Context: an optimization exercise on an open-source flow, tuned for small area and a short achievable clock period. The choices shown serve that exercise and are no tape-out recipe.
For this run, only the layout was checked, not whether the RTL still works.
Power is estimated from default activity; no workload was simulated.

`design/flow/constraint.sdc`:
```
create_clock -name core_clock -period 9.5 [get_ports {clk}]
set_input_delay 1.9000 -clock core_clock [delete_from_list [all_inputs] [get_ports {clk}]]
set_output_delay 1.9000 -clock core_clock [all_outputs]
set_load 0.01 [all_outputs]
```
`design/flow/design.v`:
```
`timescale 1ns/1ps
module half_adder(input a,b,output sum,carry);
  assign sum = a ^ b;
  assign carry = a & b;
endmodule
`timescale 1ns/1ps
module full_adder( output sum,carry, input a,b,c);
  wire w1, w2, w3;
  half_adder HA1(.a(a), .b(b), .sum(w1), .carry(w2));
  half_adder HA2(.a(w1), .b(c), .sum(sum), .carry(w3));
  or or1(carry, w2, w3);
endmodule
`timescale 1ns/1ps
module RCA_16bit(output cout, output [15:0] sum, input [15:0] a, b);
    wire [14:0] c;
    full_adder F0(.a(a[0]), .b(b[0]), .c(1'b0), .sum(sum[0]), .carry(c[0]));
    full_adder F1(.a(a[1]), .b(b[1]), .c(c[0]), .sum(sum[1]), .carry(c[1]));
    full_adder F2(.a(a[2]), .b(b[2]), .c(c[1]), .sum(sum[2]), .carry(c[2]));
    full_adder F3(.a(a[3]), .b(b[3]), .c(c[2]), .sum(sum[3]), .carry(c[3]));
    full_adder F4(.a(a[4]), .b(b[4]), .c(c[3]), .sum(sum[4]), .carry(c[4]));
    full_adder F5(.a(a[5]), .b(b[5]), .c(c[4]), .sum(sum[5]), .carry(c[5]));
    full_adder F6(.a(a[6]), .b(b[6]), .c(c[5]), .sum(sum[6]), .carry(c[6]));
    full_adder F7(.a(a[7]), .b(b[7]), .c(c[6]), .sum(sum[7]), .carry(c[7]));
    full_adder F8(.a(a[8]), .b(b[8]), .c(c[7]), .sum(sum[8]), .carry(c[8]));
    full_adder F9(.a(a[9]), .b(b[9]), .c(c[8]), .sum(sum[9]), .carry(c[9]));
    full_adder F10(.a(a[10]), .b(b[10]), .c(c[9]), .sum(sum[10]), .carry(c[10]));
    full_adder F11(.a(a[11]), .b(b[11]), .c(c[10]), .sum(sum[11]), .carry(c[11]));
    full_adder F12(.a(a[12]), .b(b[12]), .c(c[11]), .sum(sum[12]), .carry(c[12]));
    full_adder F13(.a(a[13]), .b(b[13]), .c(c[12]), .sum(sum[13]), .carry(c[13]));
    full_adder F14(.a(a[14]), .b(b[14]), .c(c[13]), .sum(sum[14]), .carry(c[14]));
    full_adder F15(.a(a[15]), .b(b[15]), .c(c[14]), .sum(sum[15]), .carry(cout));
endmodule
`timescale 1ns/1ps
module d_ff(input clk,input [15:0]d,output reg [15:0]q);
  always@(posedge clk)
      q<=d;       
endmodule         
`timescale 1ns / 1ps
module Braun_Multiplier(
    input [7:0] a, b,
    output [15:0] p
);
    wire [15:0] sum_0, sum_1, sum_2, sum_3, sum_4, sum_5, sum_6, sum_7;
    wire [7:0] partial_product[7:0];
    genvar i, j;
    generate
        for (i = 0; i < 8; i = i + 1) begin
            for (j = 0; j < 8; j = j + 1) begin
                assign partial_product[i][j] = a[i] & b[j];   
            end
        end
    endgenerate
    assign sum_0 = {8'b0, partial_product[0]};
    assign sum_1 = {partial_product[1], 1'b0} + sum_0;
    assign sum_2 = {partial_product[2], 2'b0} + sum_1;
    assign sum_3 = {partial_product[3], 3'b0} + sum_2;
    assign sum_4 = {partial_product[4], 4'b0} + sum_3;
    assign sum_5 = {partial_product[5], 5'b0} + sum_4;
    assign sum_6 = {partial_product[6], 6'b0} + sum_5;
    assign sum_7 = {partial_product[7], 7'b0} + sum_6;
    assign p = sum_7;
endmodule
module FIR_Top(input clk, input [7:0] Xin, H0, H1, H2, output reg [15:0] Yout);
  reg [15:0] Q1;
  reg [15:0] Q2;
  wire a1 = Xin[0] & H2[0];
  wire a2 = Xin[0] & H2[1];
  wire a3 = Xin[0] & H2[2];
  wire a4 = Xin[0] & H2[3];
  wire a5 = Xin[0] & H2[4];
  wire a6 = Xin[0] & H2[5];
  wire a7 = Xin[0] & H2[6];
  wire a8 = Xin[0] & H2[7];
  wire a9 = Xin[1] & H2[0];
  wire a10 = Xin[1] & H2[1];
  wire a11 = Xin[1] & H2[2];
  wire a12 = Xin[1] & H2[3];
  wire a13 = Xin[1] & H2[4];
  wire a14 = Xin[1] & H2[5];
  wire a15 = Xin[1] & H2[6];
  wire a16 = Xin[1] & H2[7];
  wire a17 = Xin[2] & H2[0];
  wire a18 = Xin[2] & H2[1];
  wire a19 = Xin[2] & H2[2];
  wire a20 = Xin[2] & H2[3];
  wire a21 = Xin[2] & H2[4];
  wire a22 = Xin[2] & H2[5];
  wire a23 = Xin[2] & H2[6];
  wire a24 = Xin[2] & H2[7];
  wire a25 = Xin[3] & H2[0];
  wire a26 = Xin[3] & H2[1];
  wire a27 = Xin[3] & H2[2];
  wire a28 = Xin[3] & H2[3];
  wire a29 = Xin[3] & H2[4];
  wire a30 = Xin[3] & H2[5];
  wire a31 = Xin[3] & H2[6];
  wire a32 = Xin[3] & H2[7];
  wire a33 = Xin[4] & H2[0];
  wire a34 = Xin[4] & H2[1];
  wire a35 = Xin[4] & H2[2];
  wire a36 = Xin[4] & H2[3];
  wire a37 = Xin[4] & H2[4];
  wire a38 = Xin[4] & H2[5];
  wire a39 = Xin[4] & H2[6];
  wire a40 = Xin[4] & H2[7];
  wire a41 = Xin[5] & H2[0];
  wire a42 = Xin[5] & H2[1];
  wire a43 = Xin[5] & H2[2];
  wire a44 = Xin[5] & H2[3];
  wire a45 = Xin[5] & H2[4];
  wire a46 = Xin[5] & H2[5];
  wire a47 = Xin[5] & H2[6];
  wire a48 = Xin[5] & H2[7];
  wire a49 = Xin[6] & H2[0];
  wire a50 = Xin[6] & H2[1];
  wire a51 = Xin[6] & H2[2];
  wire a52 = Xin[6] & H2[3];
  wire a53 = Xin[6] & H2[4];
  wire a54 = Xin[6] & H2[5];
  wire a55 = Xin[6] & H2[6];
  wire a56 = Xin[6] & H2[7];
  wire a57 = Xin[7] & H2[0];
  wire a58 = Xin[7] & H2[1];
  wire a59 = Xin[7] & H2[2];
  wire a60 = Xin[7] & H2[3];
  wire a61 = Xin[7] & H2[4];
  wire a62 = Xin[7] & H2[5];
  wire a63 = Xin[7] & H2[6];
  wire a64 = Xin[7] & H2[7];
  wire s65 = a3 ^ a10 ^ a17;
  wire c66 = (a3 & a10) | (a17 & (a3 ^ a10));
  wire s67 = a4 ^ a11 ^ a18;
  wire c68 = (a4 & a11) | (a18 & (a4 ^ a11));
  wire s69 = a25 ^ c66 ^ s67;
  wire c70 = (a25 & c66) | (s67 & (a25 ^ c66));
  wire s71 = a5 ^ a12 ^ a19;
  wire c72 = (a5 & a12) | (a19 & (a5 ^ a12));
  wire s73 = a26 ^ a33 ^ c68;
  wire c74 = (a26 & a33) | (c68 & (a26 ^ a33));
  wire s75 = s71 ^ c70 ^ s73;
  wire c76 = (s71 & c70) | (s73 & (s71 ^ c70));
  wire s77 = a6 ^ a13 ^ a20;
  wire c78 = (a6 & a13) | (a20 & (a6 ^ a13));
  wire s79 = a27 ^ a34 ^ a41;
  wire c80 = (a27 & a34) | (a41 & (a27 ^ a34));
  wire s81 = c72 ^ s77 ^ s79;
  wire c82 = (c72 & s77) | (s79 & (c72 ^ s77));
  wire s83 = c74 ^ s81 ^ c76;
  wire c84 = (c74 & s81) | (c76 & (c74 ^ s81));
  wire s85 = a7 ^ a14 ^ a21;
  wire c86 = (a7 & a14) | (a21 & (a7 ^ a14));
  wire s87 = a28 ^ a35 ^ a42;
  wire c88 = (a28 & a35) | (a42 & (a28 ^ a35));
  wire s89 = a49 ^ c78 ^ c80;
  wire c90 = (a49 & c78) | (c80 & (a49 ^ c78));
  wire s91 = s85 ^ s87 ^ c82;
  wire c92 = (s85 & s87) | (c82 & (s85 ^ s87));
  wire s93 = s89 ^ s91 ^ c84;
  wire c94 = (s89 & s91) | (c84 & (s89 ^ s91));
  wire s95 = a8 ^ a15 ^ a22;
  wire c96 = (a8 & a15) | (a22 & (a8 ^ a15));
  wire s97 = a29 ^ a36 ^ a43;
  wire c98 = (a29 & a36) | (a43 & (a29 ^ a36));
  wire s99 = a50 ^ a57 ^ c86;
  wire c100 = (a50 & a57) | (c86 & (a50 ^ a57));
  wire s101 = c88 ^ s95 ^ s97;
  wire c102 = (c88 & s95) | (s97 & (c88 ^ s95));
  wire s103 = c90 ^ s99 ^ s101;
  wire c104 = (c90 & s99) | (s101 & (c90 ^ s99));
  wire s105 = c92 ^ s103 ^ c94;
  wire c106 = (c92 & s103) | (c94 & (c92 ^ s103));
  wire s107 = a16 ^ a23 ^ a30;
  wire c108 = (a16 & a23) | (a30 & (a16 ^ a23));
  wire s109 = a37 ^ a44 ^ a51;
  wire c110 = (a37 & a44) | (a51 & (a37 ^ a44));
  wire s111 = a58 ^ c96 ^ c98;
  wire c112 = (a58 & c96) | (c98 & (a58 ^ c96));
  wire s113 = s107 ^ s109 ^ c100;
  wire c114 = (s107 & s109) | (c100 & (s107 ^ s109));
  wire s115 = c102 ^ s111 ^ s113;
  wire c116 = (c102 & s111) | (s113 & (c102 ^ s111));
  wire s117 = c104 ^ s115 ^ c106;
  wire c118 = (c104 & s115) | (c106 & (c104 ^ s115));
  wire s119 = a24 ^ a31 ^ a38;
  wire c120 = (a24 & a31) | (a38 & (a24 ^ a31));
  wire s121 = a45 ^ a52 ^ a59;
  wire c122 = (a45 & a52) | (a59 & (a45 ^ a52));
  wire s123 = c108 ^ c110 ^ s119;
  wire c124 = (c108 & c110) | (s119 & (c108 ^ c110));
  wire s125 = s121 ^ c112 ^ s123;
  wire c126 = (s121 & c112) | (s123 & (s121 ^ c112));
  wire s127 = c114 ^ s125 ^ c116;
  wire c128 = (c114 & s125) | (c116 & (c114 ^ s125));
  wire s129 = a32 ^ a39 ^ a46;
  wire c130 = (a32 & a39) | (a46 & (a32 ^ a39));
  wire s131 = a53 ^ a60 ^ c120;
  wire c132 = (a53 & a60) | (c120 & (a53 ^ a60));
  wire s133 = c122 ^ s129 ^ c124;
  wire c134 = (c122 & s129) | (c124 & (c122 ^ s129));
  wire s135 = s131 ^ c126 ^ s133;
  wire c136 = (s131 & c126) | (s133 & (s131 ^ c126));
  wire s137 = a40 ^ a47 ^ a54;
  wire c138 = (a40 & a47) | (a54 & (a40 ^ a47));
  wire s139 = a61 ^ c130 ^ s137;
  wire c140 = (a61 & c130) | (s137 & (a61 ^ c130));
  wire s141 = c132 ^ s139 ^ c134;
  wire c142 = (c132 & s139) | (c134 & (c132 ^ s139));
  wire s143 = a48 ^ a55 ^ a62;
  wire c144 = (a48 & a55) | (a62 & (a48 ^ a55));
  wire s145 = c138 ^ s143 ^ c140;
  wire c146 = (c138 & s143) | (c140 & (c138 ^ s143));
  wire s147 = a56 ^ a63 ^ c144;
  wire c148 = (a56 & a63) | (c144 & (a56 ^ a63));
  wire p149 = a2 ^ a9;
  wire g150 = a2 & a9;
  wire p151 = c118 ^ s127;
  wire g152 = c118 & s127;
  wire p153 = c128 ^ s135;
  wire g154 = c128 & s135;
  wire p155 = c136 ^ s141;
  wire g156 = c136 & s141;
  wire p157 = c142 ^ s145;
  wire g158 = c142 & s145;
  wire p159 = c146 ^ s147;
  wire g160 = c146 & s147;
  wire p161 = a64 ^ c148;
  wire g162 = a64 & c148;
  wire G163 = g150 | (p149 & 1'b0);
  wire P164 = p149 & a1;
  wire G165 = 1'b0 | (s69 & 1'b0);
  wire P166 = s69 & s65;
  wire G167 = 1'b0 | (s83 & 1'b0);
  wire P168 = s83 & s75;
  wire G169 = 1'b0 | (s105 & 1'b0);
  wire P170 = s105 & s93;
  wire G171 = g152 | (p151 & 1'b0);
  wire P172 = p151 & s117;
  wire G173 = g156 | (p155 & g154);
  wire P174 = p155 & p153;
  wire G175 = g160 | (p159 & g158);
  wire P176 = p159 & p157;
  wire G177 = 1'b0 | (1'b0 & g162);
  wire P178 = 1'b0 & p161;
  wire G179 = 1'b0 | (s65 & G163);
  wire P180 = s65 & P164;
  wire G181 = G165 | (P166 & G163);
  wire P182 = P166 & P164;
  wire G183 = 1'b0 | (s93 & G167);
  wire P184 = s93 & P168;
  wire G185 = G169 | (P170 & G167);
  wire P186 = P170 & P168;
  wire G187 = g154 | (p153 & G171);
  wire P188 = p153 & P172;
  wire G189 = G173 | (P174 & G171);
  wire P190 = P174 & P172;
  wire G191 = g162 | (p161 & G175);
  wire P192 = p161 & P176;
  wire G193 = G177 | (P178 & G175);
  wire P194 = P178 & P176;
  wire G195 = 1'b0 | (s75 & G181);
  wire P196 = s75 & P182;
  wire G197 = G167 | (P168 & G181);
  wire P198 = P168 & P182;
  wire G199 = G183 | (P184 & G181);
  wire P200 = P184 & P182;
  wire G201 = G185 | (P186 & G181);
  wire P202 = P186 & P182;
  wire G203 = g158 | (p157 & G189);
  wire P204 = p157 & P190;
  wire G205 = G175 | (P176 & G189);
  wire P206 = P176 & P190;
  wire G207 = G191 | (P192 & G189);
  wire P208 = P192 & P190;
  wire G209 = G193 | (P194 & G189);
  wire P210 = P194 & P190;
  wire G211 = 1'b0 | (s117 & G201);
  wire P212 = s117 & P202;
  wire G213 = G171 | (P172 & G201);
  wire P214 = P172 & P202;
  wire G215 = G187 | (P188 & G201);
  wire P216 = P188 & P202;
  wire G217 = G189 | (P190 & G201);
  wire P218 = P190 & P202;
  wire G219 = G203 | (P204 & G201);
  wire P220 = P204 & P202;
  wire G221 = G205 | (P206 & G201);
  wire P222 = P206 & P202;
  wire G223 = G207 | (P208 & G201);
  wire P224 = P208 & P202;
  wire G225 = G209 | (P210 & G201);
  wire P226 = P210 & P202;
  wire y227 = s65 ^ G163;
  wire y228 = s69 ^ G179;
  wire y229 = s75 ^ G181;
  wire y230 = s83 ^ G195;
  wire y231 = s93 ^ G197;
  wire y232 = s105 ^ G199;
  wire y233 = s117 ^ G201;
  wire y234 = p151 ^ G211;
  wire y235 = p153 ^ G213;
  wire y236 = p155 ^ G215;
  wire y237 = p157 ^ G217;
  wire y238 = p159 ^ G219;
  wire y239 = p161 ^ G221;
  wire y240 = 1'b0 ^ G223;
  wire a241 = Xin[0] & H1[0];
  wire a242 = Xin[0] & H1[1];
  wire a243 = Xin[0] & H1[2];
  wire a244 = Xin[0] & H1[3];
  wire a245 = Xin[0] & H1[4];
  wire a246 = Xin[0] & H1[5];
  wire a247 = Xin[0] & H1[6];
  wire a248 = Xin[0] & H1[7];
  wire a249 = Xin[1] & H1[0];
  wire a250 = Xin[1] & H1[1];
  wire a251 = Xin[1] & H1[2];
  wire a252 = Xin[1] & H1[3];
  wire a253 = Xin[1] & H1[4];
  wire a254 = Xin[1] & H1[5];
  wire a255 = Xin[1] & H1[6];
  wire a256 = Xin[1] & H1[7];
  wire a257 = Xin[2] & H1[0];
  wire a258 = Xin[2] & H1[1];
  wire a259 = Xin[2] & H1[2];
  wire a260 = Xin[2] & H1[3];
  wire a261 = Xin[2] & H1[4];
  wire a262 = Xin[2] & H1[5];
  wire a263 = Xin[2] & H1[6];
  wire a264 = Xin[2] & H1[7];
  wire a265 = Xin[3] & H1[0];
  wire a266 = Xin[3] & H1[1];
  wire a267 = Xin[3] & H1[2];
  wire a268 = Xin[3] & H1[3];
  wire a269 = Xin[3] & H1[4];
  wire a270 = Xin[3] & H1[5];
  wire a271 = Xin[3] & H1[6];
  wire a272 = Xin[3] & H1[7];
  wire a273 = Xin[4] & H1[0];
  wire a274 = Xin[4] & H1[1];
  wire a275 = Xin[4] & H1[2];
  wire a276 = Xin[4] & H1[3];
  wire a277 = Xin[4] & H1[4];
  wire a278 = Xin[4] & H1[5];
  wire a279 = Xin[4] & H1[6];
  wire a280 = Xin[4] & H1[7];
  wire a281 = Xin[5] & H1[0];
  wire a282 = Xin[5] & H1[1];
  wire a283 = Xin[5] & H1[2];
  wire a284 = Xin[5] & H1[3];
  wire a285 = Xin[5] & H1[4];
  wire a286 = Xin[5] & H1[5];
  wire a287 = Xin[5] & H1[6];
  wire a288 = Xin[5] & H1[7];
  wire a289 = Xin[6] & H1[0];
  wire a290 = Xin[6] & H1[1];
  wire a291 = Xin[6] & H1[2];
  wire a292 = Xin[6] & H1[3];
  wire a293 = Xin[6] & H1[4];
  wire a294 = Xin[6] & H1[5];
  wire a295 = Xin[6] & H1[6];
  wire a296 = Xin[6] & H1[7];
  wire a297 = Xin[7] & H1[0];
  wire a298 = Xin[7] & H1[1];
  wire a299 = Xin[7] & H1[2];
  wire a300 = Xin[7] & H1[3];
  wire a301 = Xin[7] & H1[4];
  wire a302 = Xin[7] & H1[5];
  wire a303 = Xin[7] & H1[6];
  wire a304 = Xin[7] & H1[7];
  wire s305 = Q1[1] ^ a242 ^ a249;
  wire c306 = (Q1[1] & a242) | (a249 & (Q1[1] ^ a242));
  wire s307 = Q1[2] ^ a243 ^ a250;
  wire c308 = (Q1[2] & a243) | (a250 & (Q1[2] ^ a243));
  wire s309 = a257 ^ c306 ^ s307;
  wire c310 = (a257 & c306) | (s307 & (a257 ^ c306));
  wire s311 = Q1[3] ^ a244 ^ a251;
  wire c312 = (Q1[3] & a244) | (a251 & (Q1[3] ^ a244));
  wire s313 = a258 ^ a265 ^ c308;
  wire c314 = (a258 & a265) | (c308 & (a258 ^ a265));
  wire s315 = s311 ^ c310 ^ s313;
  wire c316 = (s311 & c310) | (s313 & (s311 ^ c310));
  wire s317 = Q1[4] ^ a245 ^ a252;
  wire c318 = (Q1[4] & a245) | (a252 & (Q1[4] ^ a245));
  wire s319 = a259 ^ a266 ^ a273;
  wire c320 = (a259 & a266) | (a273 & (a259 ^ a266));
  wire s321 = c312 ^ s317 ^ s319;
  wire c322 = (c312 & s317) | (s319 & (c312 ^ s317));
  wire s323 = c314 ^ s321 ^ c316;
  wire c324 = (c314 & s321) | (c316 & (c314 ^ s321));
  wire s325 = Q1[5] ^ a246 ^ a253;
  wire c326 = (Q1[5] & a246) | (a253 & (Q1[5] ^ a246));
  wire s327 = a260 ^ a267 ^ a274;
  wire c328 = (a260 & a267) | (a274 & (a260 ^ a267));
  wire s329 = a281 ^ c318 ^ c320;
  wire c330 = (a281 & c318) | (c320 & (a281 ^ c318));
  wire s331 = s325 ^ s327 ^ c322;
  wire c332 = (s325 & s327) | (c322 & (s325 ^ s327));
  wire s333 = s329 ^ s331 ^ c324;
  wire c334 = (s329 & s331) | (c324 & (s329 ^ s331));
  wire s335 = Q1[6] ^ a247 ^ a254;
  wire c336 = (Q1[6] & a247) | (a254 & (Q1[6] ^ a247));
  wire s337 = a261 ^ a268 ^ a275;
  wire c338 = (a261 & a268) | (a275 & (a261 ^ a268));
  wire s339 = a282 ^ a289 ^ c326;
  wire c340 = (a282 & a289) | (c326 & (a282 ^ a289));
  wire s341 = c328 ^ s335 ^ s337;
  wire c342 = (c328 & s335) | (s337 & (c328 ^ s335));
  wire s343 = c330 ^ s339 ^ s341;
  wire c344 = (c330 & s339) | (s341 & (c330 ^ s339));
  wire s345 = c332 ^ s343 ^ c334;
  wire c346 = (c332 & s343) | (c334 & (c332 ^ s343));
  wire s347 = Q1[7] ^ a248 ^ a255;
  wire c348 = (Q1[7] & a248) | (a255 & (Q1[7] ^ a248));
  wire s349 = a262 ^ a269 ^ a276;
  wire c350 = (a262 & a269) | (a276 & (a262 ^ a269));
  wire s351 = a283 ^ a290 ^ a297;
  wire c352 = (a283 & a290) | (a297 & (a283 ^ a290));
  wire s353 = c336 ^ c338 ^ s347;
  wire c354 = (c336 & c338) | (s347 & (c336 ^ c338));
  wire s355 = s349 ^ s351 ^ c340;
  wire c356 = (s349 & s351) | (c340 & (s349 ^ s351));
  wire s357 = c342 ^ s353 ^ s355;
  wire c358 = (c342 & s353) | (s355 & (c342 ^ s353));
  wire s359 = c344 ^ s357 ^ c346;
  wire c360 = (c344 & s357) | (c346 & (c344 ^ s357));
  wire s361 = Q1[8] ^ a256 ^ a263;
  wire c362 = (Q1[8] & a256) | (a263 & (Q1[8] ^ a256));
  wire s363 = a270 ^ a277 ^ a284;
  wire c364 = (a270 & a277) | (a284 & (a270 ^ a277));
  wire s365 = a291 ^ a298 ^ c348;
  wire c366 = (a291 & a298) | (c348 & (a291 ^ a298));
  wire s367 = c350 ^ c352 ^ s361;
  wire c368 = (c350 & c352) | (s361 & (c350 ^ c352));
  wire s369 = s363 ^ c354 ^ s365;
  wire c370 = (s363 & c354) | (s365 & (s363 ^ c354));
  wire s371 = s367 ^ c356 ^ s369;
  wire c372 = (s367 & c356) | (s369 & (s367 ^ c356));
  wire s373 = c358 ^ s371 ^ c360;
  wire c374 = (c358 & s371) | (c360 & (c358 ^ s371));
  wire s375 = Q1[9] ^ a264 ^ a271;
  wire c376 = (Q1[9] & a264) | (a271 & (Q1[9] ^ a264));
  wire s377 = a278 ^ a285 ^ a292;
  wire c378 = (a278 & a285) | (a292 & (a278 ^ a285));
  wire s379 = a299 ^ c362 ^ c364;
  wire c380 = (a299 & c362) | (c364 & (a299 ^ c362));
  wire s381 = s375 ^ s377 ^ c366;
  wire c382 = (s375 & s377) | (c366 & (s375 ^ s377));
  wire s383 = c368 ^ s379 ^ c370;
  wire c384 = (c368 & s379) | (c370 & (c368 ^ s379));
  wire s385 = s381 ^ c372 ^ s383;
  wire c386 = (s381 & c372) | (s383 & (s381 ^ c372));
  wire s387 = Q1[10] ^ a272 ^ a279;
  wire c388 = (Q1[10] & a272) | (a279 & (Q1[10] ^ a272));
  wire s389 = a286 ^ a293 ^ a300;
  wire c390 = (a286 & a293) | (a300 & (a286 ^ a293));
  wire s391 = c376 ^ c378 ^ s387;
  wire c392 = (c376 & c378) | (s387 & (c376 ^ c378));
  wire s393 = s389 ^ c380 ^ s391;
  wire c394 = (s389 & c380) | (s391 & (s389 ^ c380));
  wire s395 = c382 ^ s393 ^ c384;
  wire c396 = (c382 & s393) | (c384 & (c382 ^ s393));
  wire s397 = Q1[11] ^ a280 ^ a287;
  wire c398 = (Q1[11] & a280) | (a287 & (Q1[11] ^ a280));
  wire s399 = a294 ^ a301 ^ c388;
  wire c400 = (a294 & a301) | (c388 & (a294 ^ a301));
  wire s401 = c390 ^ s397 ^ c392;
  wire c402 = (c390 & s397) | (c392 & (c390 ^ s397));
  wire s403 = s399 ^ c394 ^ s401;
  wire c404 = (s399 & c394) | (s401 & (s399 ^ c394));
  wire s405 = Q1[12] ^ a288 ^ a295;
  wire c406 = (Q1[12] & a288) | (a295 & (Q1[12] ^ a288));
  wire s407 = a302 ^ c398 ^ s405;
  wire c408 = (a302 & c398) | (s405 & (a302 ^ c398));
  wire s409 = c400 ^ s407 ^ c402;
  wire c410 = (c400 & s407) | (c402 & (c400 ^ s407));
  wire s411 = Q1[13] ^ a296 ^ a303;
  wire c412 = (Q1[13] & a296) | (a303 & (Q1[13] ^ a296));
  wire s413 = c406 ^ s411 ^ c408;
  wire c414 = (c406 & s411) | (c408 & (c406 ^ s411));
  wire s415 = Q1[14] ^ a304 ^ c412;
  wire c416 = (Q1[14] & a304) | (c412 & (Q1[14] ^ a304));
  wire p417 = a241 ^ Q1[0];
  wire g418 = a241 & Q1[0];
  wire p419 = c374 ^ s385;
  wire g420 = c374 & s385;
  wire p421 = c386 ^ s395;
  wire g422 = c386 & s395;
  wire p423 = c396 ^ s403;
  wire g424 = c396 & s403;
  wire p425 = c404 ^ s409;
  wire g426 = c404 & s409;
  wire p427 = c410 ^ s413;
  wire g428 = c410 & s413;
  wire p429 = c414 ^ s415;
  wire g430 = c414 & s415;
  wire p431 = Q1[15] ^ c416;
  wire g432 = Q1[15] & c416;
  wire G433 = 1'b0 | (s305 & g418);
  wire P434 = s305 & p417;
  wire G435 = 1'b0 | (s315 & 1'b0);
  wire P436 = s315 & s309;
  wire G437 = 1'b0 | (s333 & 1'b0);
  wire P438 = s333 & s323;
  wire G439 = 1'b0 | (s359 & 1'b0);
  wire P440 = s359 & s345;
  wire G441 = g420 | (p419 & 1'b0);
  wire P442 = p419 & s373;
  wire G443 = g424 | (p423 & g422);
  wire P444 = p423 & p421;
  wire G445 = g428 | (p427 & g426);
  wire P446 = p427 & p425;
  wire G447 = g432 | (p431 & g430);
  wire P448 = p431 & p429;
  wire G449 = 1'b0 | (s309 & G433);
  wire P450 = s309 & P434;
  wire G451 = G435 | (P436 & G433);
  wire P452 = P436 & P434;
  wire G453 = 1'b0 | (s345 & G437);
  wire P454 = s345 & P438;
  wire G455 = G439 | (P440 & G437);
  wire P456 = P440 & P438;
  wire G457 = g422 | (p421 & G441);
  wire P458 = p421 & P442;
  wire G459 = G443 | (P444 & G441);
  wire P460 = P444 & P442;
  wire G461 = g430 | (p429 & G445);
  wire P462 = p429 & P446;
  wire G463 = G447 | (P448 & G445);
  wire P464 = P448 & P446;
  wire G465 = 1'b0 | (s323 & G451);
  wire P466 = s323 & P452;
  wire G467 = G437 | (P438 & G451);
  wire P468 = P438 & P452;
  wire G469 = G453 | (P454 & G451);
  wire P470 = P454 & P452;
  wire G471 = G455 | (P456 & G451);
  wire P472 = P456 & P452;
  wire G473 = g426 | (p425 & G459);
  wire P474 = p425 & P460;
  wire G475 = G445 | (P446 & G459);
  wire P476 = P446 & P460;
  wire G477 = G461 | (P462 & G459);
  wire P478 = P462 & P460;
  wire G479 = G463 | (P464 & G459);
  wire P480 = P464 & P460;
  wire G481 = 1'b0 | (s373 & G471);
  wire P482 = s373 & P472;
  wire G483 = G441 | (P442 & G471);
  wire P484 = P442 & P472;
  wire G485 = G457 | (P458 & G471);
  wire P486 = P458 & P472;
  wire G487 = G459 | (P460 & G471);
  wire P488 = P460 & P472;
  wire G489 = G473 | (P474 & G471);
  wire P490 = P474 & P472;
  wire G491 = G475 | (P476 & G471);
  wire P492 = P476 & P472;
  wire G493 = G477 | (P478 & G471);
  wire P494 = P478 & P472;
  wire G495 = G479 | (P480 & G471);
  wire P496 = P480 & P472;
  wire y497 = s305 ^ g418;
  wire y498 = s309 ^ G433;
  wire y499 = s315 ^ G449;
  wire y500 = s323 ^ G451;
  wire y501 = s333 ^ G465;
  wire y502 = s345 ^ G467;
  wire y503 = s359 ^ G469;
  wire y504 = s373 ^ G471;
  wire y505 = p419 ^ G481;
  wire y506 = p421 ^ G483;
  wire y507 = p423 ^ G485;
  wire y508 = p425 ^ G487;
  wire y509 = p427 ^ G489;
  wire y510 = p429 ^ G491;
  wire y511 = p431 ^ G493;
  wire a512 = Xin[0] & H0[0];
  wire a513 = Xin[0] & H0[1];
  wire a514 = Xin[0] & H0[2];
  wire a515 = Xin[0] & H0[3];
  wire a516 = Xin[0] & H0[4];
  wire a517 = Xin[0] & H0[5];
  wire a518 = Xin[0] & H0[6];
  wire a519 = Xin[0] & H0[7];
  wire a520 = Xin[1] & H0[0];
  wire a521 = Xin[1] & H0[1];
  wire a522 = Xin[1] & H0[2];
  wire a523 = Xin[1] & H0[3];
  wire a524 = Xin[1] & H0[4];
  wire a525 = Xin[1] & H0[5];
  wire a526 = Xin[1] & H0[6];
  wire a527 = Xin[1] & H0[7];
  wire a528 = Xin[2] & H0[0];
  wire a529 = Xin[2] & H0[1];
  wire a530 = Xin[2] & H0[2];
  wire a531 = Xin[2] & H0[3];
  wire a532 = Xin[2] & H0[4];
  wire a533 = Xin[2] & H0[5];
  wire a534 = Xin[2] & H0[6];
  wire a535 = Xin[2] & H0[7];
  wire a536 = Xin[3] & H0[0];
  wire a537 = Xin[3] & H0[1];
  wire a538 = Xin[3] & H0[2];
  wire a539 = Xin[3] & H0[3];
  wire a540 = Xin[3] & H0[4];
  wire a541 = Xin[3] & H0[5];
  wire a542 = Xin[3] & H0[6];
  wire a543 = Xin[3] & H0[7];
  wire a544 = Xin[4] & H0[0];
  wire a545 = Xin[4] & H0[1];
  wire a546 = Xin[4] & H0[2];
  wire a547 = Xin[4] & H0[3];
  wire a548 = Xin[4] & H0[4];
  wire a549 = Xin[4] & H0[5];
  wire a550 = Xin[4] & H0[6];
  wire a551 = Xin[4] & H0[7];
  wire a552 = Xin[5] & H0[0];
  wire a553 = Xin[5] & H0[1];
  wire a554 = Xin[5] & H0[2];
  wire a555 = Xin[5] & H0[3];
  wire a556 = Xin[5] & H0[4];
  wire a557 = Xin[5] & H0[5];
  wire a558 = Xin[5] & H0[6];
  wire a559 = Xin[5] & H0[7];
  wire a560 = Xin[6] & H0[0];
  wire a561 = Xin[6] & H0[1];
  wire a562 = Xin[6] & H0[2];
  wire a563 = Xin[6] & H0[3];
  wire a564 = Xin[6] & H0[4];
  wire a565 = Xin[6] & H0[5];
  wire a566 = Xin[6] & H0[6];
  wire a567 = Xin[6] & H0[7];
  wire a568 = Xin[7] & H0[0];
  wire a569 = Xin[7] & H0[1];
  wire a570 = Xin[7] & H0[2];
  wire a571 = Xin[7] & H0[3];
  wire a572 = Xin[7] & H0[4];
  wire a573 = Xin[7] & H0[5];
  wire a574 = Xin[7] & H0[6];
  wire a575 = Xin[7] & H0[7];
  wire s576 = Q2[1] ^ a513 ^ a520;
  wire c577 = (Q2[1] & a513) | (a520 & (Q2[1] ^ a513));
  wire s578 = Q2[2] ^ a514 ^ a521;
  wire c579 = (Q2[2] & a514) | (a521 & (Q2[2] ^ a514));
  wire s580 = a528 ^ c577 ^ s578;
  wire c581 = (a528 & c577) | (s578 & (a528 ^ c577));
  wire s582 = Q2[3] ^ a515 ^ a522;
  wire c583 = (Q2[3] & a515) | (a522 & (Q2[3] ^ a515));
  wire s584 = a529 ^ a536 ^ c579;
  wire c585 = (a529 & a536) | (c579 & (a529 ^ a536));
  wire s586 = s582 ^ c581 ^ s584;
  wire c587 = (s582 & c581) | (s584 & (s582 ^ c581));
  wire s588 = Q2[4] ^ a516 ^ a523;
  wire c589 = (Q2[4] & a516) | (a523 & (Q2[4] ^ a516));
  wire s590 = a530 ^ a537 ^ a544;
  wire c591 = (a530 & a537) | (a544 & (a530 ^ a537));
  wire s592 = c583 ^ s588 ^ s590;
  wire c593 = (c583 & s588) | (s590 & (c583 ^ s588));
  wire s594 = c585 ^ s592 ^ c587;
  wire c595 = (c585 & s592) | (c587 & (c585 ^ s592));
  wire s596 = Q2[5] ^ a517 ^ a524;
  wire c597 = (Q2[5] & a517) | (a524 & (Q2[5] ^ a517));
  wire s598 = a531 ^ a538 ^ a545;
  wire c599 = (a531 & a538) | (a545 & (a531 ^ a538));
  wire s600 = a552 ^ c589 ^ c591;
  wire c601 = (a552 & c589) | (c591 & (a552 ^ c589));
  wire s602 = s596 ^ s598 ^ c593;
  wire c603 = (s596 & s598) | (c593 & (s596 ^ s598));
  wire s604 = s600 ^ s602 ^ c595;
  wire c605 = (s600 & s602) | (c595 & (s600 ^ s602));
  wire s606 = Q2[6] ^ a518 ^ a525;
  wire c607 = (Q2[6] & a518) | (a525 & (Q2[6] ^ a518));
  wire s608 = a532 ^ a539 ^ a546;
  wire c609 = (a532 & a539) | (a546 & (a532 ^ a539));
  wire s610 = a553 ^ a560 ^ c597;
  wire c611 = (a553 & a560) | (c597 & (a553 ^ a560));
  wire s612 = c599 ^ s606 ^ s608;
  wire c613 = (c599 & s606) | (s608 & (c599 ^ s606));
  wire s614 = c601 ^ s610 ^ s612;
  wire c615 = (c601 & s610) | (s612 & (c601 ^ s610));
  wire s616 = c603 ^ s614 ^ c605;
  wire c617 = (c603 & s614) | (c605 & (c603 ^ s614));
  wire s618 = Q2[7] ^ a519 ^ a526;
  wire c619 = (Q2[7] & a519) | (a526 & (Q2[7] ^ a519));
  wire s620 = a533 ^ a540 ^ a547;
  wire c621 = (a533 & a540) | (a547 & (a533 ^ a540));
  wire s622 = a554 ^ a561 ^ a568;
  wire c623 = (a554 & a561) | (a568 & (a554 ^ a561));
  wire s624 = c607 ^ c609 ^ s618;
  wire c625 = (c607 & c609) | (s618 & (c607 ^ c609));
  wire s626 = s620 ^ s622 ^ c611;
  wire c627 = (s620 & s622) | (c611 & (s620 ^ s622));
  wire s628 = c613 ^ s624 ^ s626;
  wire c629 = (c613 & s624) | (s626 & (c613 ^ s624));
  wire s630 = c615 ^ s628 ^ c617;
  wire c631 = (c615 & s628) | (c617 & (c615 ^ s628));
  wire s632 = Q2[8] ^ a527 ^ a534;
  wire c633 = (Q2[8] & a527) | (a534 & (Q2[8] ^ a527));
  wire s634 = a541 ^ a548 ^ a555;
  wire c635 = (a541 & a548) | (a555 & (a541 ^ a548));
  wire s636 = a562 ^ a569 ^ c619;
  wire c637 = (a562 & a569) | (c619 & (a562 ^ a569));
  wire s638 = c621 ^ c623 ^ s632;
  wire c639 = (c621 & c623) | (s632 & (c621 ^ c623));
  wire s640 = s634 ^ c625 ^ s636;
  wire c641 = (s634 & c625) | (s636 & (s634 ^ c625));
  wire s642 = s638 ^ c627 ^ s640;
  wire c643 = (s638 & c627) | (s640 & (s638 ^ c627));
  wire s644 = c629 ^ s642 ^ c631;
  wire c645 = (c629 & s642) | (c631 & (c629 ^ s642));
  wire s646 = Q2[9] ^ a535 ^ a542;
  wire c647 = (Q2[9] & a535) | (a542 & (Q2[9] ^ a535));
  wire s648 = a549 ^ a556 ^ a563;
  wire c649 = (a549 & a556) | (a563 & (a549 ^ a556));
  wire s650 = a570 ^ c633 ^ c635;
  wire c651 = (a570 & c633) | (c635 & (a570 ^ c633));
  wire s652 = s646 ^ s648 ^ c637;
  wire c653 = (s646 & s648) | (c637 & (s646 ^ s648));
  wire s654 = c639 ^ s650 ^ c641;
  wire c655 = (c639 & s650) | (c641 & (c639 ^ s650));
  wire s656 = s652 ^ c643 ^ s654;
  wire c657 = (s652 & c643) | (s654 & (s652 ^ c643));
  wire s658 = Q2[10] ^ a543 ^ a550;
  wire c659 = (Q2[10] & a543) | (a550 & (Q2[10] ^ a543));
  wire s660 = a557 ^ a564 ^ a571;
  wire c661 = (a557 & a564) | (a571 & (a557 ^ a564));
  wire s662 = c647 ^ c649 ^ s658;
  wire c663 = (c647 & c649) | (s658 & (c647 ^ c649));
  wire s664 = s660 ^ c651 ^ s662;
  wire c665 = (s660 & c651) | (s662 & (s660 ^ c651));
  wire s666 = c653 ^ s664 ^ c655;
  wire c667 = (c653 & s664) | (c655 & (c653 ^ s664));
  wire s668 = Q2[11] ^ a551 ^ a558;
  wire c669 = (Q2[11] & a551) | (a558 & (Q2[11] ^ a551));
  wire s670 = a565 ^ a572 ^ c659;
  wire c671 = (a565 & a572) | (c659 & (a565 ^ a572));
  wire s672 = c661 ^ s668 ^ c663;
  wire c673 = (c661 & s668) | (c663 & (c661 ^ s668));
  wire s674 = s670 ^ c665 ^ s672;
  wire c675 = (s670 & c665) | (s672 & (s670 ^ c665));
  wire s676 = Q2[12] ^ a559 ^ a566;
  wire c677 = (Q2[12] & a559) | (a566 & (Q2[12] ^ a559));
  wire s678 = a573 ^ c669 ^ s676;
  wire c679 = (a573 & c669) | (s676 & (a573 ^ c669));
  wire s680 = c671 ^ s678 ^ c673;
  wire c681 = (c671 & s678) | (c673 & (c671 ^ s678));
  wire s682 = Q2[13] ^ a567 ^ a574;
  wire c683 = (Q2[13] & a567) | (a574 & (Q2[13] ^ a567));
  wire s684 = c677 ^ s682 ^ c679;
  wire c685 = (c677 & s682) | (c679 & (c677 ^ s682));
  wire s686 = Q2[14] ^ a575 ^ c683;
  wire c687 = (Q2[14] & a575) | (c683 & (Q2[14] ^ a575));
  wire p688 = a512 ^ Q2[0];
  wire g689 = a512 & Q2[0];
  wire p690 = c645 ^ s656;
  wire g691 = c645 & s656;
  wire p692 = c657 ^ s666;
  wire g693 = c657 & s666;
  wire p694 = c667 ^ s674;
  wire g695 = c667 & s674;
  wire p696 = c675 ^ s680;
  wire g697 = c675 & s680;
  wire p698 = c681 ^ s684;
  wire g699 = c681 & s684;
  wire p700 = c685 ^ s686;
  wire g701 = c685 & s686;
  wire p702 = Q2[15] ^ c687;
  wire g703 = Q2[15] & c687;
  wire G704 = 1'b0 | (s576 & g689);
  wire P705 = s576 & p688;
  wire G706 = 1'b0 | (s586 & 1'b0);
  wire P707 = s586 & s580;
  wire G708 = 1'b0 | (s604 & 1'b0);
  wire P709 = s604 & s594;
  wire G710 = 1'b0 | (s630 & 1'b0);
  wire P711 = s630 & s616;
  wire G712 = g691 | (p690 & 1'b0);
  wire P713 = p690 & s644;
  wire G714 = g695 | (p694 & g693);
  wire P715 = p694 & p692;
  wire G716 = g699 | (p698 & g697);
  wire P717 = p698 & p696;
  wire G718 = g703 | (p702 & g701);
  wire P719 = p702 & p700;
  wire G720 = 1'b0 | (s580 & G704);
  wire P721 = s580 & P705;
  wire G722 = G706 | (P707 & G704);
  wire P723 = P707 & P705;
  wire G724 = 1'b0 | (s616 & G708);
  wire P725 = s616 & P709;
  wire G726 = G710 | (P711 & G708);
  wire P727 = P711 & P709;
  wire G728 = g693 | (p692 & G712);
  wire P729 = p692 & P713;
  wire G730 = G714 | (P715 & G712);
  wire P731 = P715 & P713;
  wire G732 = g701 | (p700 & G716);
  wire P733 = p700 & P717;
  wire G734 = G718 | (P719 & G716);
  wire P735 = P719 & P717;
  wire G736 = 1'b0 | (s594 & G722);
  wire P737 = s594 & P723;
  wire G738 = G708 | (P709 & G722);
  wire P739 = P709 & P723;
  wire G740 = G724 | (P725 & G722);
  wire P741 = P725 & P723;
  wire G742 = G726 | (P727 & G722);
  wire P743 = P727 & P723;
  wire G744 = g697 | (p696 & G730);
  wire P745 = p696 & P731;
  wire G746 = G716 | (P717 & G730);
  wire P747 = P717 & P731;
  wire G748 = G732 | (P733 & G730);
  wire P749 = P733 & P731;
  wire G750 = G734 | (P735 & G730);
  wire P751 = P735 & P731;
  wire G752 = 1'b0 | (s644 & G742);
  wire P753 = s644 & P743;
  wire G754 = G712 | (P713 & G742);
  wire P755 = P713 & P743;
  wire G756 = G728 | (P729 & G742);
  wire P757 = P729 & P743;
  wire G758 = G730 | (P731 & G742);
  wire P759 = P731 & P743;
  wire G760 = G744 | (P745 & G742);
  wire P761 = P745 & P743;
  wire G762 = G746 | (P747 & G742);
  wire P763 = P747 & P743;
  wire G764 = G748 | (P749 & G742);
  wire P765 = P749 & P743;
  wire G766 = G750 | (P751 & G742);
  wire P767 = P751 & P743;
  wire y768 = s576 ^ g689;
  wire y769 = s580 ^ G704;
  wire y770 = s586 ^ G720;
  wire y771 = s594 ^ G722;
  wire y772 = s604 ^ G736;
  wire y773 = s616 ^ G738;
  wire y774 = s630 ^ G740;
  wire y775 = s644 ^ G742;
  wire y776 = p690 ^ G752;
  wire y777 = p692 ^ G754;
  wire y778 = p694 ^ G756;
  wire y779 = p696 ^ G758;
  wire y780 = p698 ^ G760;
  wire y781 = p700 ^ G762;
  wire y782 = p702 ^ G764;
  always @(posedge clk) begin
    Q1 <= {y240, y239, y238, y237, y236, y235, y234, y233, y232, y231, y230, y229, y228, y227, p149, a1};
    Q2 <= {y511, y510, y509, y508, y507, y506, y505, y504, y503, y502, y501, y500, y499, y498, y497, p417};
    Yout <= {y782, y781, y780, y779, y778, y777, y776, y775, y774, y773, y772, y771, y770, y769, y768, p688};
  end
endmodule
```
`design/flow/run.sh`:
```
#!/bin/bash
# synth_recipe.tcl (not shown) runs the flow's synth.tcl, then flattens the netlist and writes it again
# the make line also repeats each setting of config.mk as NAME=value (left out here)
make -C /OpenROAD-flow-scripts/flow DESIGN_CONFIG=/design/flow/config.mk WORK_HOME=/design/flow/orfs CLKGATE_MAP_FILE= SYNTH_SCRIPT=/design/flow/synth_recipe.tcl finish
```
`design/flow/config.mk`:
```
export PLATFORM = sky130hd
export DESIGN_NAME = FIR_Top
export DESIGN_NICKNAME = FIR_Top
export VERILOG_FILES = /design/flow/design.v
export SDC_FILE = /design/flow/constraint.sdc
export NUM_CORES = 4
export LEC_CHECK = 0
export CAP_MARGIN = 20
export CORE_MARGIN = 2
export CORE_UTILIZATION = 40
export SLEW_MARGIN = 20
```
==> results.txt <==
## kinds of logic after synthesis
kind of cell | synth area share
multiplexers | 0.001450
XOR/XNOR | 0.03680
AO/OA/AOI/OAI | 0.03680
AND/OR/NAND/NOR | 0.1843
buffers and inverters | 0.09679
flip-flops | 0.1392
adder cells (fa/ha/maj) | 0.5046
## layer usage
metal / part of all wire / wire, um / track usage
met4: 0.011 / 146 / 0.03530
met1: 0.43 / 5826 / 0.1947
met2: 0.53 / 7246 / 0.3201
met5: 0 / 0 / 0
met3: 0.027 / 362 / 0.01945
## critical path: stages
cell and delay, ns:
clkdlybuf4s50_1 1.04, nand2_1 0.15, fa_1 0.49, fa_1 0.40
fa_1 0.44, fa_1 0.41, fa_1 0.41, fa_1 0.41
fa_1 0.37, inv_1 0.09, fa_1 0.44, nor4bb_1 0.18
a41o_1 0.27, or4b_1 0.46, o311ai_0 0.10
## power by group
group	internal, mW	switching (mW)	total, mW
logic	0.973	1.09	2.06
clock network	0.150	0.0804	0.230
registers	0.338	0.0384	0.377
## through the flow
stage               cell area [um2]  total power, mW
finish                         7805            2.670
global route                   7805            3.025
CTS                            7805            2.700
detailed placement             7620            2.459
global placement               7620            2.371
floorplan                      6903            1.995
## cells in the final DEF, fill, tap and decap left out, drive strengths merged, types with 3 or more instances in the layout
| cell type | synthesis | routed |
|---|---|---|
| xnor2 | 15 | 15 |
| fa | 154 | 154 |
| clkdlybuf4s50 | 0 | 48 |
| nor3 | 6 | 6 |
| a31oi | 3 | 3 |
| nand3 | 6 | 6 |
| a211oi | 4 | 4 |
| o21ai | 6 | 6 |
| inv | 162 | 162 |
| xor2 | 14 | 14 |
| clkbuf | 16 | 5 |
| nand2 | 84 | 84 |
| and2 | 116 | 116 |
| dfxtp | 48 | 48 |
| a21oi | 6 | 6 |
| or2 | 3 | 3 |
| ha | 32 | 32 |
| nor2 | 14 | 14 |
## final cells by class
class	instances	area [um2]	share of cell area
timing repair buffer	50	495.5	0.06348
clock buffer	5	125.1	0.01603
tap	225	281.5	0.03607
multi-input combinational	493	5274	0.6757
inverter	162	608.1	0.07791
clock inverter	2	60.06	0.007695
sequential	48	960.9	0.1231
## worst max path at each step
stage	from	to	slack, ns	depth (start not counted)
after floorplan	Xin[0]	Yout[14]	2.92	15
after global placement	Xin[1]	Yout[14]	1.87	15
after detailed placement	Xin[1]	Yout[14]	1.76	15
after CTS	Xin[1]	Yout[14]	2.07	15
after global routing	Xin[1]	Yout[14]	1.73	16
final	Xin[1]	Yout[14]	2.09	15
## sequential cells by signal, indices dropped and copies added, names as in the netlist
| signal | cells |
|---|---|
| Q1 | 16 |
| Q2 | 16 |
| Yout | 16 |
==> out/results.txt <==
post-synthesis sequential area ratio: 0.1392
die area: 18320 um2
Worst-path clk slew: 0.07 ns
most instantiated cells after synthesis: inv_1 (162), fa_1 (154), and2_1 (116), nand2_1 (84), dfxtp_1 (48)
Req. time, crit path: 9.69 ns
dpl cells: 978
first-pass GRT wire length: 24270 um
measured slew at the worst slew-check pin: 1.050 ns
CP Launch Type: primary input
Hold Path Class: reg2reg
setup TNS: 0 ns
worst-case clock buffer depth: 2
hold_ws: 0.4720 ns
top_reg_cell synth: dfxtp_1
Post-synth EDFFs: 0
total track usage: 0.1649
Setup violations, final: 0
clock root cell: clkbuf_16
largest net degree at the start of global routing: 25
PortBufs: 48
clock skew: 0.008877 ns
I/O pin cnt: 49
DRC errors left: 0
Filler cells: 1662
fmax: 0.1350 GHz
worst setup margin: 2.091 ns
worst path arrival time: 7.60 ns
TritonCTS Buffers: 5
most frequent cell after synthesis: inv_1
Initial Util: 0.4047
Reg2Reg Setup Slack: 4.53 ns
wirelength, routed: 13580 um
CP endpoint kind: flip-flop
reg-to-reg endpoint: Yout[14]
RSZ-0062 raised after global routing: no
min-delay src: Q2[0]
Layout area overhead: 13.07%
final hold viol count: 0
post-synthesis register bit count: 48
Final ANT Viol Nets: 0
Die X: 135.4 um
Worst R2R Start: Q2[2]
post-cts sizing count: 0
Max FO, Critical Path: 24
DR vias: 4683
post-CTS setup buffer count: 0
Max Cap Viol: 0
HPWL Detailed: 10940 um
run status: complete, no violations
# clock sinks: 48
Final Slew Violations: 0
Final Cycle Share: 0.7799
DRT iter0 DRCs: 121
cell taking the most area after synthesis: fa_1
vias per cell: 4.754
Netlist cell types: 40
Ys Warns: 1
# rows: 48
Pleak: 3.599 nW
PD cells: 342.0 nW/um2
WL/cell: 13.79 um
Hold Path End: Yout[0]
Worst slew margin: 0.2980
H-tree depth: 2
post-synthesis cell area: 6903 um2
non-filler instance count after layout: 985
Nets: 979
asr flop ratio synth: 0
number of global-route vias before repair: 5255
synth top area cells: fa_1 (45%), dfxtp_1 (14%), and2_1 (11%), inv_1 (8.8%), ha_1 (5.8%)
layout cells sized above 1: 0.01711
Die Span Y: 135.4 um
initial antenna violation count: 0
worst setup path category: in2reg
diode count: 0
post-synthesis cell count: 719
syn_nets: 938
Worst R2R Path Depth: 14
cell depth of the worst hold path: 1
core area: 17060 um2
Final Util: 0.4576
CTS tree: done
worst skew pair latency: 0.29 ns
CTS Hold Bufs: 0
DP Worst Slack: 1.762 ns
Avg Inst Size Synth: 9.601 um2
Tmin final: 7.409 ns
Synth top area share: 0.4466
Overflow after GRT: 0
drt first pass iters: 4
GPL Wtd Cong: 0.8282
Max VDD drop: 0.2129 mV

## port drivers added, routing unchanged
The results above use ideal ports. As a check the final layout listed here was re-extracted and re-timed, cells and wires unchanged. Step 1 sets driving cells, clkbuf_16 on the clock port and buf_2 on the other inputs (assumed; they add their load-dependent delay and slew). Step 2 also shifts input and output timing later by t, the mid clock arrival at the registers, as if the neighbouring blocks saw the same clock. Slacks: ideal / step 1 / step 2; pairs: ideal / step 1.
shift t [ns]: 0.331
slack for setup (ns): 2.091 / 2.110 / 1.780
worst register clock-pin slew, ns: 0.07 / 0.07
After both steps setup and hold are still met in this run. For this run, drivers alone change the setup slack by +0.019 ns; drivers and shift together by -0.311 ns.
